Background: an optimization exercise with open tools, aiming at small area. Do not read the settings as production practice. RTL that was checked went through simulation tests only; none was proved equivalent to the original. Power and IR drop assume default switching activity.

## top
module top(
input clk,
input rst,
input [15:0] MemDB,
input [4:0] clt,
output [2:0] red,
output [2:0] green,
output [1:0] blue,
output hsync,
output vsync,
output [25:0] MemAdr,
output we_L,
output oe_L,
output ce_L,
output lb_L,
output ub_L,
output RamADV_L,
output RamCLK,
output RamCRE,
output FlashCS,
output [3:0] sel,
output [7:0] data
    );
Size in the first run: about 2500 cells after synthesis, roughly 22000 um^2 of cells after synthesis.
clock: 10.0 ns
lec_check: 0
cap_margin: 0
core_margin: 2
core_utilization: 40
cts_buf_list: sky130_fd_sc_hd__clkbuf_8
cts_cluster_diameter: 70
cts_cluster_size: 20
slew_margin: 0
synth_memory_max_bits: 20000
run.sh (not shown) runs the stock make flow with config.mk's settings and CLKGATE_MAP_FILE= SYNTH_SCRIPT=/design/flow/synth_recipe.tcl, a recipe that flattens the netlist after the stock synthesis.
The starting point ran to the end with no violations.
Change:
==> flow/flow/run.sh (new file) <==
#!/bin/bash
# The standard layout (standard.sh, unchanged synthesis and steps), with
# one change: the port buffers that global placement inserts are the
# smallest buffer cell, sky130_fd_sc_hd__buf_1, instead of the one
# buffer_ports picks by default. Every port still gets its buffer.
set -euo pipefail
export BUFFER_PORTS_ARGS="-buffer_cell sky130_fd_sc_hd__buf_1"
bash standard.sh > standard.log 2>&1
==> flow/standard.sh (new file) <==
#!/bin/bash
# synth_recipe.tcl (not shown) runs the flow's synth.tcl, then flattens the netlist and writes it again
# the make line also repeats each setting of config.mk as NAME=value (left out here)
make -C /OpenROAD-flow-scripts/flow DESIGN_CONFIG=/design/flow/config.mk WORK_HOME=/design/flow/orfs CLKGATE_MAP_FILE= SYNTH_SCRIPT=/design/flow/synth_recipe.tcl "${@:-finish}"
--- a/flow/config.mk
+++ b/flow/config.mk
@@ -8 +8 @@
-export CAP_MARGIN = 0
+export CAP_MARGIN = 20
@@ -12,3 +12,3 @@
-export CTS_CLUSTER_DIAMETER = 70
-export CTS_CLUSTER_SIZE = 20
-export SLEW_MARGIN = 0
+export CTS_CLUSTER_DIAMETER = 60
+export CTS_CLUSTER_SIZE = 15
+export SLEW_MARGIN = 20
removed: flow/run.sh
What happened: The changed run completed without violations; worst hold slack gets worse by 0.0047 ns; non-clock buffer count is lower by 2; wire length is higher by 1.8%; via count grows by 0.34%; cell area falls by 1.8%; core utilization shrinks by 0.77 points; clock skew increases by 0.0069 ns; sequential cell count stays the same; global-route usage rose by 0.37 points; synthesized area is unchanged.
Change:
==> flow/run.sh (new file) <==
#!/bin/bash
# synth_recipe.tcl (not shown) runs the flow's synth.tcl, then flattens the netlist and writes it again
# the make line also repeats each setting of config.mk as NAME=value (left out here)
make -C /OpenROAD-flow-scripts/flow DESIGN_CONFIG=/design/flow/config.mk WORK_HOME=/design/flow/orfs CLKGATE_MAP_FILE= SYNTH_SCRIPT=/design/flow/synth_recipe.tcl finish
--- a/flow/config.mk
+++ b/flow/config.mk
@@ -11,3 +11,3 @@
-export CTS_BUF_LIST = sky130_fd_sc_hd__clkbuf_8
-export CTS_CLUSTER_DIAMETER = 60
-export CTS_CLUSTER_SIZE = 15
+export CTS_BUF_LIST = sky130_fd_sc_hd__clkbuf_4 sky130_fd_sc_hd__clkbuf_8
+export CTS_CLUSTER_DIAMETER = 50
+export CTS_CLUSTER_SIZE = 12
removed: flow/flow/run.sh
removed: flow/standard.sh
After rerunning:
- The changed run ran to the end with no violations
- synthesized area does not change
- design area is higher by 3.4%
- wire length is lower by 0.98%
- setup slack gets better by 0.095 ns
- maximum frequency is higher by 1.2%
Change:
--- a/flow/config.mk
+++ b/flow/config.mk
@@ -11,3 +11,3 @@
-export CTS_BUF_LIST = sky130_fd_sc_hd__clkbuf_4 sky130_fd_sc_hd__clkbuf_8
-export CTS_CLUSTER_DIAMETER = 50
-export CTS_CLUSTER_SIZE = 12
+export CTS_BUF_LIST = sky130_fd_sc_hd__clkbuf_8
+export CTS_CLUSTER_DIAMETER = 60
+export CTS_CLUSTER_SIZE = 15
After rerunning: Critical path depth does not change. Core utilization came out lower by 0.61 points. Total power came out lower by 8.1%. Wire length came out lower by 0.81%. Non-clock buffer count goes down by 1. Flip-flop and latch count stays the same. Final area goes down by 1.4%. Via count hardly moves. Hold slack is worse by 0.0046 ns. Area after synthesis is unchanged.
Function was not checked in any run of this note: the RTL went through the layout flow alone.

* * *

Another version of the RTL of top (not shown whole).
Size: ~2500 cells after synthesis.
// top
module top(
input clk,
input rst,
input [15:0] MemDB,
input [4:0] clt,
output [2:0] red,
output [2:0] green,
output [1:0] blue,
output hsync,
output vsync,
output [25:0] MemAdr,
output we_L,
output oe_L,
output ce_L,
output lb_L,
output ub_L,
output RamADV_L,
output RamCLK,
output RamCRE,
output FlashCS,
output [3:0] sel,
output [7:0] data
    );
Settings: LEC_CHECK=0, CAP_MARGIN=20, CORE_MARGIN=2, CORE_UTILIZATION=40, SLEW_MARGIN=20, SYNTH_MEMORY_MAX_BITS=20000; clock period 10.0 ns.
standard.sh (not shown) runs the stock make flow with config.mk's settings and CLKGATE_MAP_FILE= SYNTH_SCRIPT=/design/flow/synth_recipe.tcl, a recipe that flattens the netlist after the stock synthesis.
==> flow/flow/run.sh <==
#!/bin/bash
# The standard layout (standard.sh, unchanged synthesis and steps), with
# two changes: the port buffers that global placement inserts are the
# smallest buffer cell, sky130_fd_sc_hd__buf_1, instead of the one
# buffer_ports picks by default (every port still gets its buffer), and
# clock tree synthesis uses clkbuf_8 clusters without dummy loads.
set -euo pipefail
export BUFFER_PORTS_ARGS="-buffer_cell sky130_fd_sc_hd__buf_1"
export CTS_ARGS="-sink_clustering_enable -repair_clock_nets -buf_list sky130_fd_sc_hd__clkbuf_8 -sink_clustering_size 15 -sink_clustering_max_diameter 60 -dont_use_dummy_load"
bash standard.sh > standard.log 2>&1
The first run ran to the end with no violations.
Change:
Settings changed: CORE_UTILIZATION 40 to 65.
Effect: Clock power went down by about 5%; non-clock buffer count went down by 3; core utilization went up by 26 points.

-- afterwards: timing with drivers on the ports --
In the flow no input, the clock included, has a driving cell. The finished layouts below were timed again as built, in two steps.
Step 1, drivers: a clkbuf_16 drives clk and a buf_2 each remaining input, both assumed.
Step 2 moves the port delays by t, midway between the first and last clock arrival at a register: inputs arrive t later, outputs are due t later. That takes back most of the time a late clock gives input paths.
Three values: ideal, step 1, step 2; two values: the first two.
| run | t, ns | setup WS [ns] | hold slack, ns | worst setup path at the end |
|---|---|---|---|---|
| the first run of note 1 | 0.678 | 1.867 / 1.867 / 1.867 | 0.389 / 0.389 / 0.389 | register to register |
| the second run of note 1 | 0.681 | 1.792 / 1.792 / 1.792 | 0.384 / 0.384 / 0.384 | register to register |
| the third run of note 1 | 0.669 | 1.887 / 1.887 / 1.887 | 0.382 / 0.382 / 0.382 | register to register |
| the fourth run of note 1 | 0.700 | 1.891 / 1.891 / 1.891 | 0.378 / 0.378 / 0.378 | register to register |
| the first run of note 2 | 0.661 | 0.423 / 0.423 / 0.423 | 0.374 / 0.374 / 0.374 | register to register |
| the second run of note 2 | 0.623 | 0.411 / 0.411 / 0.411 | 0.384 / 0.384 / 0.384 | register to register |
After both steps every run listed still meets setup and hold.
